Context: an optimization exercise on an open-source flow, tuned for small area and a short achievable clock period. The choices shown serve that exercise and are no tape-out recipe. Function was checked by simulation only, so behaviour that the tests miss may differ from the original. In every run shown here, the design's own scripts or RTL, not TritonCTS, make the clock network. The flow treats the clock pin as an ideal source. Dropping or thinning the clock tree relies on that and would not hold on a real chip. Power and IR drop assume default switching activity.

==> design/flow/design.v <==
module median9_window (
    input            clk,
    input            rst,
    input            shift,
    input      [7:0] pixel_in,
    output     [7:0] median,       
    output     [7:0] live          
);
    reg  [7:0] p [0:7];
    reg  [7:0] p8_n;               
    wire [7:0] p8 = ~p8_n;
    reg        t [0:7][0:7];       
    reg  [3:0] fill;
    wire [7:0] gt;                 
    wire [7:0] prec [0:7];         
    wire [8:0] sel;
    wire [7:0] pick;
    genvar a, b;
    generate
        for (a = 0; a < 8; a = a + 1) begin : g_cmp
            wire gt_raw;
            assign live[a] = (fill >= 9 - a);
            greater8 u_gt (.x(p[a]), .y_n(p8_n), .gt(gt_raw));
            assign gt[a] = gt_raw & live[a];
        end
        for (b = 0; b < 8; b = b + 1) begin : g_rank
            for (a = 0; a < 8; a = a + 1) begin : g_other
                if (b < 4) begin : g_before
                    if (a < b) begin : g_older
                        assign prec[b][7 - a] = ~t[a][b];
                    end else if (a + 1 == 8) begin : g_new
                        assign prec[b][7 - a] = gt[b];
                    end else begin : g_newer
                        assign prec[b][7 - a] = t[b][a+1];
                    end
                end else begin : g_after
                    if (a < b) begin : g_older
                        assign prec[b][a] = t[a][b];
                    end else if (a + 1 == 8) begin : g_new
                        assign prec[b][a] = ~gt[b];
                    end else begin : g_newer
                        assign prec[b][a] = ~t[b][a+1];
                    end
                end
            end
            exactly4of8 u_rank (.x(prec[b]), .y(sel[b]));
        end
    endgenerate
    assign sel[8] = ~|sel[7:0];
    assign pick = ({8{sel[0]}} & p[0]) | ({8{sel[1]}} & p[1]) | ({8{sel[2]}} & p[2])
                | ({8{sel[3]}} & p[3]) | ({8{sel[4]}} & p[4]) | ({8{sel[5]}} & p[5])
                | ({8{sel[6]}} & p[6]) | ({8{sel[7]}} & p[7]) | ({8{sel[8]}} & p8);
    assign median = pick & {8{live[4]}};
    always @(posedge clk or posedge rst) begin
        if (rst)
            fill <= 4'd0;
        else if (shift && fill != 4'd9)
            fill <= fill + 4'd1;
    end
    integer i, j;
    always @(posedge clk) begin
        if (shift) begin
            for (i = 0; i < 7; i = i + 1)
                p[i] <= p[i+1];
            p[7] <= p8;
            p8_n <= ~pixel_in;
            for (i = 0; i < 7; i = i + 1) begin
                for (j = i + 1; j < 7; j = j + 1)
                    t[i][j] <= t[i+1][j+1];
                t[i][7] <= gt[i+1];
            end
        end
    end
endmodule
module greater8 (
    input  [7:0] x,
    input  [7:0] y_n,
    output       gt
);
    wire [8:0] c;
    assign c[0] = 1'b0;
    genvar k;
    generate
        for (k = 0; k < 8; k = k + 1) begin : g_bit
            assign c[k+1] = (x[k] & y_n[k]) | (c[k] & (x[k] | y_n[k]));
        end
    endgenerate
    assign gt = c[8];
endmodule
module exactly4of8 (
    input  [7:0] x,
    output       y
);
    wire s0, c0, s1, c1, s3, c3;
    fa_cell u0 (.a(x[0]), .b(x[1]), .ci(x[2]), .s(s0), .co(c0));
    fa_cell u1 (.a(x[3]), .b(x[4]), .ci(x[5]), .s(s1), .co(c1));
    wire s2 = x[6] ^ x[7];
    wire c2 = x[6] & x[7];
    fa_cell u3 (.a(s0), .b(s1), .ci(s2), .s(s3), .co(c3));
    wire two = ((c0 ^ c1) & (c2 ^ c3)) | (c0 & c1 & ~c2 & ~c3) | (~c0 & ~c1 & c2 & c3);
    assign y = ~s3 & two;
endmodule
module fa_cell (
    input  a,
    input  b,
    input  ci,
    output s,
    output co
);
    assign s  = a ^ b ^ ci;
    assign co = (a & b) | (ci & (a ^ b));
endmodule
module sobel_mag (
    input         clk,
    input  [71:0] w,       
    input         zero,    
    output [7:0]  mag
);
    wire [7:0] w0 = w[0 +: 8], w1 = w[8 +: 8], w2 = w[16 +: 8], w3 = w[24 +: 8];
    wire [7:0] wn5 = w[40 +: 8], wn6 = w[48 +: 8], wn7 = w[56 +: 8], wn8 = w[64 +: 8];
    wire [8:0] u17, u26, u35, u08;
    rca #(8) p17 (.a(w1), .b(wn7), .cin(1'b0), .s(u17[7:0]), .cout(u17[8]));
    rca #(8) p26 (.a(w2), .b(wn6), .cin(1'b1), .s(u26[7:0]), .cout(u26[8]));
    rca #(8) p35 (.a(w3), .b(wn5), .cin(1'b0), .s(u35[7:0]), .cout(u35[8]));
    rca #(8) p08 (.a(w0), .b(wn8), .cin(1'b1), .s(u08[7:0]), .cout(u08[8]));
    wire [8:0] sa, ca, sb, cb;
    csa #(9) ra (.a(u17), .b(u26), .c(~u35), .s(sa), .co(ca));
    csa #(9) rb (.a(u35), .b(u08), .c(u17), .s(sb), .co(cb));
    wire [10:0] xa, xb;
    top11 ta (.s(sa), .c(ca), .cin(1'b0), .x(xa));
    top11 tb (.s(sb), .c(cb), .cin(1'b1), .x(xb));
    reg [10:0] da, db;
    reg        zero_q;
    always @(posedge clk) begin
        da <= xa;
        db <= xb;
        zero_q <= zero;
    end
    wire neg_a = da[10], neg_b = db[10];
    wire big_a = ~((da[10:7] == 4'b0000) | ((da[10:7] == 4'b1111) & (da[6:0] != 7'd0)));
    wire big_b = ~((db[10:7] == 4'b0000) | ((db[10:7] == 4'b1111) & (db[6:0] != 7'd0)));
    wire [6:0] a1 = da[6:0] ^ {7{neg_a}};
    wire [6:0] b1 = db[6:0] ^ {7{neg_b}};
    wire       pick_a;
    carry_chain #(7) uc (.a(a1), .b(~b1), .cin(~(neg_b & ~neg_a)), .cout(pick_a));
    wire [6:0] mx1 = pick_a ? a1 : b1;
    wire       inc = pick_a ? neg_a : neg_b;
    wire [7:0] ic;
    wire [6:0] mx;
    assign ic[0] = inc;
    genvar k;
    generate
        for (k = 0; k < 7; k = k + 1) begin : g_inc
            assign mx[k]   = mx1[k] ^ ic[k];
            assign ic[k+1] = mx1[k] & ic[k];
        end
    endgenerate
    reg [7:0] mag_q;
    always @(posedge clk)
        mag_q <= zero_q ? 8'd0 : (big_a | big_b) ? 8'd255 : {mx, 1'b0};
    assign mag = mag_q;
endmodule
module top11 (
    input  [8:0]  s,
    input  [8:0]  c,
    input         cin,
    output [10:0] x
);
    wire [8:0] lo;
    wire       c9;
    rca #(9) u_lo (.a(s), .b({c[7:0], 1'b1}), .cin(cin), .s(lo), .cout(c9));
    wire       k10;
    assign x[7:0] = lo[7:0];
    assign x[8]   = ~lo[8];
    fa_cell u_hi (.a(c[8]), .b(c9), .ci(lo[8]), .s(x[9]), .co(k10));
    assign x[10]  = ~k10;
endmodule
module rca #(parameter N = 8) (
    input  [N-1:0] a,
    input  [N-1:0] b,
    input          cin,
    output [N-1:0] s,
    output         cout
);
    wire [N:0] c;
    assign s[0] = a[0] ^ b[0] ^ cin;
    assign c[1] = (a[0] & b[0]) | (cin & (a[0] ^ b[0]));
    genvar k;
    generate
        for (k = 1; k < N; k = k + 1) begin : g_bit
            fa_cell u_fa (.a(a[k]), .b(b[k]), .ci(c[k]), .s(s[k]), .co(c[k+1]));
        end
    endgenerate
    assign cout = c[N];
endmodule
module csa #(parameter N = 8) (
    input  [N-1:0] a,
    input  [N-1:0] b,
    input  [N-1:0] c,
    output [N-1:0] s,
    output [N-1:0] co
);
    genvar k;
    generate
        for (k = 0; k < N; k = k + 1) begin : g_bit
            fa_cell u_fa (.a(a[k]), .b(b[k]), .ci(c[k]), .s(s[k]), .co(co[k]));
        end
    endgenerate
endmodule
module carry_chain #(parameter N = 8) (
    input  [N-1:0] a,
    input  [N-1:0] b,
    input          cin,
    output         cout
);
    wire [N:0] c;
    assign c[0] = cin;
    genvar k;
    generate
        for (k = 0; k < N; k = k + 1) begin : g_bit
            assign c[k+1] = (a[k] & b[k]) | (c[k] & (a[k] | b[k]));
        end
    endgenerate
    assign cout = c[N];
endmodule
module image_filter_top (
    input        clk,
    input        rst,
    input  [7:0] pixel_in,
    input        valid_in,
    output [7:0] pixel_out,
    output       valid_out
);
    wire [7:0] med;
    wire [7:0] live;
    reg  [7:0] m [0:8];
    reg        v1, v2;
    median9_window u_median (
        .clk(clk), .rst(rst), .shift(valid_in), .pixel_in(pixel_in), .median(med), .live(live)
    );
    sobel_mag u_sobel (
        .clk(clk),
        .w({m[8], m[7], m[6], m[5], m[4], m[3], m[2], m[1], m[0]}),
        .zero(~live[3]),
        .mag(pixel_out)
    );
    integer i;
    always @(posedge clk) begin
        if (valid_in) begin
            for (i = 0; i < 3; i = i + 1)
                m[i] <= m[i+1] & {8{live[i+1]}};
            m[3] <= m[4];
            m[4] <= ~m[5];
            for (i = 5; i < 8; i = i + 1)
                m[i] <= m[i+1];
            m[8] <= ~med;
        end
    end
    always @(posedge clk or posedge rst) begin
        if (rst)
            v1 <= 1'b0;
        else
            v1 <= valid_in;
    end
    always @(posedge clk)
        v2 <= v1 & ~rst;
    assign valid_out = v2;
endmodule
==> design/flow/flow/run.sh <==
#!/bin/bash
# The standard layout (standard.sh), with these changes to how it is made:
#  - synthesis: the design's fa_cell modules (one full adder each) are kept
#    whole through synthesis and then mapped to the platform's full adder
#    cell (flow/fa_map.v), so no inverters are left around them; Yosys's own
#    adder extraction finds only full adders (extract_fa -fa); and ABC runs
#    an area-oriented script (flow/abc_area.script, selected by ABC_AREA=1
#    in config.mk). None of this touches the registers, so they and their
#    names are those of the standard synthesis.
#  - port buffers: buffer_ports uses buf_2 instead of the clock delay buffer
#    it picks by default.
#  - clock tree: instead of TritonCTS's three-level tree, a two-level one
#    (flow/clocktree.tcl): the clock port drives one clkbuf_16, which drives
#    ten clkbuf_16, each at the centre of a cluster of flip-flops. Every
#    flip-flop is two buffers away from the port. The rest of the CTS step
#    (legalising, repair) is ORFS's.
#  - timing repair: repair_timing works on every path slower than 5.55 ns
#    (a setup slack margin of 18.45 ns at the 24 ns clock), not only on
#    failing ones; the clock and constraints are unchanged.
# Every tool's output goes to the ORFS logs under orfs/logs and to
# standard.log here.
set -euo pipefail
here=$(pwd)
rm -rf scripts
cp -r "$FLOW_HOME/scripts" scripts
cp flow/abc_area.script scripts/abc_area.script
python3 - scripts/synth.tcl <<'PY'
import sys
f = sys.argv[1]
s = open(f).read()
def swap(old, new):
    global s
    assert s.count(old) == 1, old
    s = s.replace(old, new)
swap("hierarchy -check -top $::env(DESIGN_NAME)\n",
     "hierarchy -check -top $::env(DESIGN_NAME)\nsetattr -mod -set keep_hierarchy 1 fa_cell\n")
swap("  extract_fa {*}[dont_use_extract_fa_args]\n", "  extract_fa -fa\n")
swap("  log_cmd abc {*}$abc_args\n",
     "  techmap -map $::env(FA_CELL_MAP)\n  hierarchy -top $::env(DESIGN_NAME)\n  log_cmd abc {*}$abc_args\n")
open(f, "w").write(s)
PY
python3 - scripts/cts.tcl <<'PY'
import sys
f = sys.argv[1]
s = open(f).read()
old = "log_cmd clock_tree_synthesis {*}$cts_args\n"
assert s.count(old) == 1
s = s.replace(old, "source $::env(CLOCK_TREE_TCL)\nbuild_clock_tree2 1 10 sky130_fd_sc_hd__clkbuf_16\nset_propagated_clock [all_clocks]\n")
open(f, "w").write(s)
PY
export FA_CELL_MAP="$here/flow/fa_map.v"
export CLOCK_TREE_TCL="$here/flow/clocktree.tcl"
export SCRIPTS_DIR="$here/scripts"
export BUFFER_PORTS_ARGS="-buffer_cell sky130_fd_sc_hd__buf_2"
export SETUP_SLACK_MARGIN=18.45
bash standard.sh > standard.log 2>&1
==> design/flow/flow/abc_area.script <==
&get -n
&st
&dch
&nf -p -R 1000
&put
topo
stime -c
==> design/flow/flow/clocktree.tcl <==
# A two-level clock tree: the clock port drives NROOT clock buffers, each of
# which drives some of NLEAF clock buffers; each leaf buffer sits at the
# centre of a cluster of flip-flops and drives only them. Every flip-flop is
# two buffers away from the port. Clusters come from k-means on placed
# locations.

proc ct_kmeans {xs ys k} {
  set n [llength $xs]
  set order [lsort -real -indices [lmap x $xs y $ys {expr {$x + 0.7 * $y}}]]
  set cx {}; set cy {}
  for {set j 0} {$j < $k} {incr j} {
    set i [lindex $order [expr {int(($j + 0.5) * $n / $k)}]]
    lappend cx [lindex $xs $i]; lappend cy [lindex $ys $i]
  }
  set asg {}
  for {set iter 0} {$iter < 60} {incr iter} {
    set asg {}
    for {set i 0} {$i < $n} {incr i} {
      set best 0; set bd 1e30
      for {set j 0} {$j < $k} {incr j} {
        set d [expr {abs([lindex $xs $i] - [lindex $cx $j]) + abs([lindex $ys $i] - [lindex $cy $j])}]
        if {$d < $bd} { set bd $d; set best $j }
      }
      lappend asg $best
    }
    set sx [lrepeat $k 0.0]; set sy [lrepeat $k 0.0]; set cnt [lrepeat $k 0]
    for {set i 0} {$i < $n} {incr i} {
      set j [lindex $asg $i]
      lset sx $j [expr {[lindex $sx $j] + [lindex $xs $i]}]
      lset sy $j [expr {[lindex $sy $j] + [lindex $ys $i]}]
      lset cnt $j [expr {[lindex $cnt $j] + 1}]
    }
    for {set j 0} {$j < $k} {incr j} {
      if {[lindex $cnt $j] > 0} {
        lset cx $j [expr {[lindex $sx $j] / [lindex $cnt $j]}]
        lset cy $j [expr {[lindex $sy $j] / [lindex $cnt $j]}]
      }
    }
  }
  return [list $asg $cx $cy]
}

proc ct_buffer {block master name x y in_net} {
  set inst [odb::dbInst_create $block $master $name]
  $inst setLocation [expr {int($x)}] [expr {int($y)}]
  $inst setPlacementStatus PLACED
  set net [odb::dbNet_create $block "${name}_net"]
  $net setSigType CLOCK
  [$inst findITerm X] connect $net
  [$inst findITerm A] connect $in_net
  return $net
}

proc build_clock_tree2 {nroot nleaf master_name} {
  set block [ord::get_db_block]
  set master [[ord::get_db] findMaster $master_name]
  set clk [$block findNet clk]
  set sinks [$clk getITerms]
  set xs {}; set ys {}
  foreach it $sinks {
    set b [[$it getInst] getBBox]
    lappend xs [expr {([$b xMin] + [$b xMax]) / 2.0}]
    lappend ys [expr {([$b yMin] + [$b yMax]) / 2.0}]
  }
  lassign [ct_kmeans $xs $ys $nleaf] asg lx ly
  lassign [ct_kmeans $lx $ly $nroot] rasg rx ry
  set rnets {}
  for {set r 0} {$r < $nroot} {incr r} {
    lappend rnets [ct_buffer $block $master "clkbuf_root_$r" [lindex $rx $r] [lindex $ry $r] $clk]
  }
  set lnets {}
  for {set j 0} {$j < $nleaf} {incr j} {
    set rn [lindex $rnets [lindex $rasg $j]]
    lappend lnets [ct_buffer $block $master "clkbuf_leaf_$j" [lindex $lx $j] [lindex $ly $j] $rn]
  }
  set i 0
  foreach it $sinks {
    $it disconnect
    $it connect [lindex $lnets [lindex $asg $i]]
    incr i
  }
  puts "clock tree: [llength $sinks] sinks, $nleaf leaf buffers, $nroot root buffers"
}
==> design/flow/flow/fa_map.v <==
// Maps each fa_cell instance of the design to the platform's full adder.
module fa_cell (input a, input b, input ci, output s, output co);
    sky130_fd_sc_hd__fa_1 _TECHMAP_REPLACE_ (.A(a), .B(b), .CIN(ci), .SUM(s), .COUT(co));
endmodule
==> design/flow/standard.sh <==
#!/bin/bash
# synth_recipe.tcl (not shown) runs the flow's synth.tcl, then flattens the netlist and writes it again
# the make line also repeats each setting of config.mk as NAME=value (left out here)
make -C /OpenROAD-flow-scripts/flow DESIGN_CONFIG=/design/flow/config.mk WORK_HOME=/design/flow/orfs CLKGATE_MAP_FILE= SYNTH_SCRIPT=/design/flow/synth_recipe.tcl "${@:-finish}"
==> design/flow/config.mk <==
export PLATFORM = sky130hd
export DESIGN_NAME = image_filter_top
export DESIGN_NICKNAME = image_filter_top
export VERILOG_FILES = /design/flow/design.v
export SDC_FILE = /design/flow/constraint.sdc
export NUM_CORES = 4
export LEC_CHECK = 0
export ABC_AREA = 1
export ABC_CLOCK_PERIOD_IN_PS = 10000
export CAP_MARGIN = 20
export CORE_MARGIN = 2
export CORE_UTILIZATION = 60
export SLEW_MARGIN = 20
==> design/flow/constraint.sdc <==
create_clock -name core_clock -period 24.0 [get_ports {clk}]
set_input_delay 4.8000 -clock core_clock [delete_from_list [all_inputs] [get_ports {clk}]]
set_output_delay 4.8000 -clock core_clock [all_outputs]
set_load 0.01 [all_outputs]
==> results of run 1 <==
-- synthesized netlist by cell type (2+ instances only) --
cell      count  area (um2)
a21oi_1      27         135
nand4_1       3        18.8
o21a_1        9        67.6
nand2_1      43         161
a222oi_1      8        80.1
nor2b_1      20         125
a22oi_1      34         255
o22ai_1      25         156
o21ai_0      22         110
a221o_1       2        20.0
a31oi_1       3        18.8
or3_1         2        12.5
xnor2_1      13         114
nor4_1        6        37.5
xor2_1       14         123
dfxtp_1      32         641
o211ai_1      8        60.1
nor2_1       23        86.3
or2_0         5        31.3
a221oi_1     14         123
nor3_1        3        15.0
a21o_1        2        15.0
and2_0       11        68.8
clkinv_1     46         173
maj3_1        7        70.1
fa_1         88        1760
o221ai_1      8        70.1
edfxtp_1    172        5160
dfrtp_1       5         125
-- sequential cells by signal, summed over array words and instances (netlist names) --
register        flops
m                  72
u_median.p         64
u_median.t         28
u_sobel.da         11
u_sobel.db         11
u_median.p8_n       8
u_sobel.mag_q       8
u_median.fill       4
u_sobel.zero_q      1
v1                  1
v2                  1
-- logic make-up (layout without fill, tap and decap cells) --
logic type               Yosys count  after routing  share of synthesized area [%]
flip-flops                       209            209                           59.8
AO/OA/AOI/OAI                    168            168                           11.7
AND/OR/NAND/NOR                  117            117                           5.68
adder cells (fa/ha/maj)           95             95                           18.5
buffers and inverters             46             95                           1.74
XOR/XNOR                          27             27                           2.39
other                              1              1                         0.0378
multiplexers                       1              1                          0.101
-- placed cells by master (no fill, tap or decap), types with 6 or more instances in the layout --
cell type	Yosys	routed
o21a_1	9	9
nand2_1	43	43
o211ai_1	8	8
edfxtp_1	172	172
a21oi_1	27	27
a22oi_1	34	34
clkinv_1	46	46
maj3_1	7	7
a222oi_1	8	8
clkbuf_16	0	12
o22ai_1	25	25
o21ai_0	22	22
xor2_1	14	14
o221ai_1	8	8
nor2b_1	20	20
fa_2	0	31
and2_0	11	9
nor2_1	23	23
fa_1	88	57
dfxtp_1	32	29
nor4_1	6	6
buf_2	0	17
buf_4	0	15
a221oi_1	14	14
xnor2_1	13	13
-- worst min path at each step --
| stage | from | to | slack, ns | cells past startpoint |
|---|---|---|---|---|
| 4_1_cts | m[4][5] | m[3][5] | 0.43 | 0 |
| 3_3_place_gp | m[4][3] | m[3][3] | 0.40 | 0 |
| 6_report | m[4][5] | m[3][5] | 0.43 | 0 |
| 5_1_grt | m[4][5] | m[3][5] | 0.43 | 0 |
| 2_1_floorplan | m[4][0] | m[3][0] | 0.40 | 0 |
| 3_5_place_dp | m[4][1] | m[3][1] | 0.41 | 0 |
-- per-layer routing --
metal	wire, um	vias up	track usage [%]
li1	-	2584	-
met3	1000	22	1.57
met2	8180	148	32.5
met1	8160	2832	32.3
met5	0	-	0
met4	333	0	3.29
-- cell type report --
type / instances / area (um2)
inverter: 46 / 173
timing repair buffer: 38 / 354
fill: 1173 / 5110
multi-input combinational: 409 / 3880
sequential: 209 / 5930
buffer: 11 / 275
tap: 216 / 270
-- where the power goes --
group / internal (mW) / total, mW / switching [mW]
registers: 0.506 / 0.580 / 0.0742
clock network: 0.0817 / 0.184 / 0.102
logic: 0.425 / 0.901 / 0.476
-- metrics by stage --
stage               area (um2)  power [mW]  setup slack, ns
floorplan                 9910        1.17            18.60
global placement         10300        1.40            16.93
detailed placement       10300        1.43            16.81
CTS                      10800        1.65            18.35
global route             10900        1.83            18.34
finish                   10900        1.66            18.37
-- what timing repair did --
action | 4_1_cts | 5_1_grt
endpoints found under the setup margin | 96 | 16
pin swaps | 11 | 13
setup buffers | 8 | 6
gates cloned | 2 | 1
gates resized for setup | 32 | 14
==> impl_metrics.csv, run 1 <==
group,metric,value,unit
timing,grt_setup_unrepaired,"true",
worst_setup_path,criticalPathCategory,"reg2out",
floorplanning,dieArea,17600,um2
timing,relSlewSlack,25.7,%
global_routing,grt_start_max_net_pins,49,
yosys,synth_nets,763,
timing,tightest_slew,1.11,ns
worst_setup_path,cp_top_family,"flip-flops",
drt,num_vias,5586,
clock_network,holdBufCountCts,0,
place,dp_cells,901,
floorplanning,die_h,133,um
floorplanning,start_util,61.9,%
global_routing,grt_usage,20.5,%
worst_setup_path,crit_chain,"buf_6",
drt,drt_iter0_drc,560,
worst_setup_path,r2r_slack,18.55,ns
timing,whs,0.425,ns
worst_setup_path,path_buf_inv,1,
worst_setup_path,slowest_stage,"dfxtp_2",
timing,maxSlewViolCount,0,
pwr,p_per_area,153,nW/um2
worst_setup_path,reg2reg_to,"u_sobel.da[9]",
layout,nets,814,
global_routing,grt_pass1_wl,29.4,mm
place,dpl.hpwl,12.6,mm
drt,detail_route.wirelength,17.7,mm
layout,final_util,68.1,%
timing,finalSetupViolations,0,
drt,final_antenna_net_count,0,
place,io_buffers,19,
global_routing,grt-ovfl-total,0,
global_routing,grt_pass1_vias,5637,
status,status,"no timing/DRC/antenna violations",
worst_setup_path,crit_path_start_kind,"flip-flop",
clock_network,clk_pin_slew,0.08,ns
timing,finalHoldViolations,0,
yosys,yosys_warnings,8,
worst_setup_path,critPathMaxFanout,1,
floorplanning,core,16000,um2
yosys,synth.yosys.seq_area_share,59.8,%
yosys,synth_top_flop_cell,"edfxtp_1",
worst_setup_path,worstPathRequired,19.20,ns
layout,final_cells,929,
yosys,synth_edf_count,172,
worst_setup_path,end_kind,"primary output",
worst_setup_path,critPathMaxStageDelay,0.32,ns
worst_setup_path,reg2reg_depth,12,
timing,fmax,0.178,GHz
layout,area_growth,9.90,%
worst_setup_path,timing.critical_path.to,"pixel_out[6]",
drt,via_per_inst,6.01,
yosys,async_flop_share,2.39,%
worst_setup_path,startpoint,"u_sobel.mag_q[6]",
worst_setup_path,critical_path_arrival,0.83,ns
clock_network,worstSkewPairLatency,0.40,ns
timing,post-route-period-util,23.5,%
drt,drc,0,
floorplanning,io_pins,20,
yosys,syn_area_per_cell,14.9,um2
hold_path,hold_class,"reg2reg",
floorplanning,die_w,133,um
floorplanning,placementRows,46,
timing,setup_tns,0,ns
yosys,syn_area,9910,um2
pwr,peakVddDrop,0.123,mV
drt,firstDrtPassIters,6,
timing,fin_skew,0.0191,ns
global_routing,antenna_found_initial,0,
timing,period_needed,5.63,ns
worst_setup_path,r2r_start,"m[2][0]",
run,max-cap-violations,0,
layout,drive_gt1_share,11.6,%
yosys,yosysUniqueCellTypes,38,
place,place_congestion,0.848,
layout,antennaDiodeCount,0,
yosys,syn_inst,664,
drt,wl_per_cell,19.0,um
pwr,leakage,3.75,nW
worst_setup_path,cp.depth,1,
yosys,ys_ff_latch,209,
==> run 2: changes to the inputs <==
--- a/design/flow/flow/run.sh
+++ b/design/flow/flow/run.sh
@@ -12,3 +12,3 @@
 #  - clock tree: instead of TritonCTS's three-level tree, a two-level one
-#    (flow/clocktree.tcl): the clock port drives one clkbuf_16, which drives
+#    (flow/clocktree.tcl): the clock port drives two clkbuf_16, which drive
 #    ten clkbuf_16, each at the centre of a cluster of flip-flops. Every
@@ -47,3 +47,3 @@
 assert s.count(old) == 1
-s = s.replace(old, "source $::env(CLOCK_TREE_TCL)\nbuild_clock_tree2 1 10 sky130_fd_sc_hd__clkbuf_16\nset_propagated_clock [all_clocks]\n")
+s = s.replace(old, "source $::env(CLOCK_TREE_TCL)\nbuild_clock_tree2 2 10 sky130_fd_sc_hd__clkbuf_16\nset_propagated_clock [all_clocks]\n")
 open(f, "w").write(s)
==> run 2 against run 1 <==
Global-route usage grew 0.12 points. Combinational power shrank 0.6%. Total power grew 0.20%. Sequential share of layout area is the same. Area after synthesis is the same. Synthesized cell count is the same. Design area is the same. Routed wire length grew 0.54%. Highest routed layer unchanged. Core utilization is the same. Clock power grew 4%. Worst hold slack lost 0.00080 ns.
==> impl_metrics.csv, run 2 <==
group,metric,value,unit
pwr,leakage,3.75,nW
floorplanning,placementRows,46,
worst_setup_path,end_kind,"primary output",
worst_setup_path,critPathMaxStageDelay,0.32,ns
place,dpl.hpwl,12.6,mm
yosys,synth.yosys.seq_area_share,59.8,%
worst_setup_path,critPathMaxFanout,1,
drt,detail_route.wirelength,17.8,mm
timing,fmax,0.180,GHz
layout,top_register,"m",
yosys,synth_nets,763,
layout,drive_gt1_share,11.3,%
floorplanning,die_w,133,um
yosys,yosysUniqueCellTypes,38,
global_routing,grt-ovfl-total,0,
place,placed_cell_area,10300,um2
global_routing,grt_start_max_net_pins,49,
hold_path,hold_class,"reg2reg",
layout,nets,812,
drt,via_per_inst,6.09,
floorplanning,start_util,61.9,%
drt,drt_iter0_drc,540,
layout,regArea,5930,um2
layout,final_util,68.1,%
timing,period_needed,5.57,ns
yosys,syn_area,9910,um2
global_routing,grt_pass1_wl,29.5,mm
status,status,"no timing/DRC/antenna violations",
clock_network,worstSkewPairLatency,0.34,ns
place,place_congestion,0.848,
global_routing,grt_pass1_vias,5659,
clock_network,holdBufCountCts,0,
drt,firstDrtPassIters,6,
place,io_buffers,19,
yosys,synth_top_area_share,52.1,%
yosys,synth_most_common_cell,"edfxtp_1",
worst_setup_path,path_buf_inv,1,
global_routing,grt.met2_usage,32.8,%
worst_setup_path,slowest_stage,"dfxtp_2",
yosys,async_flop_share,2.39,%
pwr,peakVddDrop,0.123,mV
pwr,p_per_area,153,nW/um2
layout,final_cell_mix,"edfxtp_1 (172), fa_1 (58), clkinv_1 (46)",
floorplanning,core,16000,um2
worst_setup_path,critical_path_arrival,0.77,ns
yosys,ys_ff_latch,209,
floorplanning,dieArea,17600,um2
drt,final_antenna_net_count,0,
timing,finalSetupViolations,0,
timing,relSlewSlack,27.8,%
layout,final_area,10900,um2
yosys,syn_area_per_cell,14.9,um2
timing,fin_skew,0.0337,ns
timing,setup_tns,0,ns
layout,layout_commonest_cell,"edfxtp_1",
yosys,synth_area_leaders,"edfxtp_1 (52%), fa_1 (18%), dfxtp_1 (6.5%)",
floorplanning,io_pins,20,
global_routing,antenna_found_initial,0,
global_routing,grt_busiest_layer,"met2",
layout,nFillCells,1168,
global_routing,grt_usage,20.6,%
worst_setup_path,crit_path_start_kind,"flip-flop",
worst_setup_path,cp_top_family,"flip-flops",
timing,finalHoldViolations,0,
worst_setup_path,worstPathRequired,19.20,ns
worst_setup_path,criticalPathCategory,"reg2out",
yosys,yosys_warnings,8,
floorplanning,die_h,133,um
yosys,syn_inst,664,
yosys,yosysTopAreaCell,"edfxtp_1",
drt,drc,0,
run,max-cap-violations,0,
timing,grt_setup_unrepaired,"true",
layout,multi_input_area,3880,um2
yosys,synth_edf_count,172,
timing,maxSlewViolCount,0,
global_routing,met3_usage,1.92,%
timing,post-route-period-util,23.2,%
yosys,synth_commonest_cells,"edfxtp_1 (172), fa_1 (88), clkinv_1 (46)",
worst_setup_path,crit_chain,"buf_6",
layout,area_growth,9.90,%
layout,antennaDiodeCount,0,
layout,top_regs,"m x72, u_median.p x64, u_median.t x28",
timing,tightest_slew,1.08,ns
clock_network,clk_pin_slew,0.08,ns
global_routing,grt_use_met1,32.3,%
drt,num_vias,5649,
drt,wl_per_cell,19.2,um
layout,largest_reg_flops,72,
yosys,synth_top_flop_cell,"edfxtp_1",
==> run 2: metrics by stage <==
stage / worst slack [ns] / power (mW) / std cells / hold WS [ns]
after CTS: 18.41 / 1.66 / 922 / 0.427
after floorplan: 18.60 / 1.17 / 664 / 0.400
after detailed placement: 16.81 / 1.43 / 901 / 0.410
after global placement: 16.93 / 1.40 / 901 / 0.405
final: 18.43 / 1.67 / 927 / 0.424
after global routing: 18.36 / 1.83 / 927 / 0.428
==> run 2: repair_timing <==
item                                   in CTS  in global routing
cloned                                      2                  1
resized for setup                          33                 12
endpoints found under the hold margin       0                  0
pin swaps                                  11                 11
setup endpoints to repair                  96                 17
setup buffers                               7                  4
==> run 2: layout make-up <==
cell class              count  area share [%]
plain buffers              12            2.76
repair buffers             35            3.04
multi-input cells         409            35.6
inverters                  46            1.59
well taps                 216            2.48
flip-flops and latches    209            54.5
==> run 2: final timing paths <==
path                                  start                to  slack [ns]  depth (start not counted)
setup / recovery           u_sobel.mag_q[6]      pixel_out[6]       18.43                          1
hold / removal                      m[4][5]           m[3][5]        0.42                          0
setup reg to reg                    m[5][0]     u_sobel.da[9]       18.56                         13
hold reg to reg                     m[4][5]           m[3][5]        0.42                          0
max in group asynchronous               rst                v1       19.51                          2
min in group asynchronous               rst  u_median.fill[2]        4.33                          2
==> run 2: power breakdown <==
group          switching, mW  internal [mW]
Sequential            0.0747          0.506
Combinational          0.474          0.423
Clock                  0.102         0.0898
==> run 2: cell families after synthesis <==
group | Yosys count | share of synthesized area (%)
and+or+nand+nor | 117 | 5.68
DFF | 209 | 59.8
other | 1 | 0.0378
xor gates and xnor gates | 27 | 2.39
AOI/OAI and AO/OA | 168 | 11.7
muxes | 1 | 0.101
adders and majority gates | 95 | 18.5
buffers and inverters | 46 | 1.74
==> run 2: routing by layer <==
layer	routed length (um)	share of wire, %
met5	0	0
met4	281	1.6
met3	899	5.1
met2	8240	46
met1	8350	47

==> afterwards: timing with drivers on the ports <==
The flow's constraints put no driver on any port. The routed layouts listed below were extracted and timed again, unchanged, in two steps.
Step 1 (the two cells are an assumption about what drives the block):
set clk [get_ports {clk}]
set_driving_cell -lib_cell sky130_fd_sc_hd__clkbuf_16 $clk
set_driving_cell -lib_cell sky130_fd_sc_hd__buf_2 [delete_from_list [all_inputs] $clk]
Step 2 moves the port delays by t, midway between the first and last clock arrival at a register: inputs arrive t later, outputs are due t later. That takes back most of the time a late clock gives input paths.
Three values: ideal, step 1, step 2; two values: the first two.
run | t (ns) | setup slack, ns | worst setup path after step 2 | clock arrival spread, ns
run 1 | 0.436 | 18.372 / 18.330 / 18.094 | input to register | 0.024 / 0.023
run 2 | 0.385 | 18.432 / 18.372 / 18.033 | input to register | 0.034 / 0.035
After both steps every run listed still meets setup and hold. The setup slack of run 2, which loses most, moves by -0.060 ns with the drivers and by -0.399 ns with both steps.
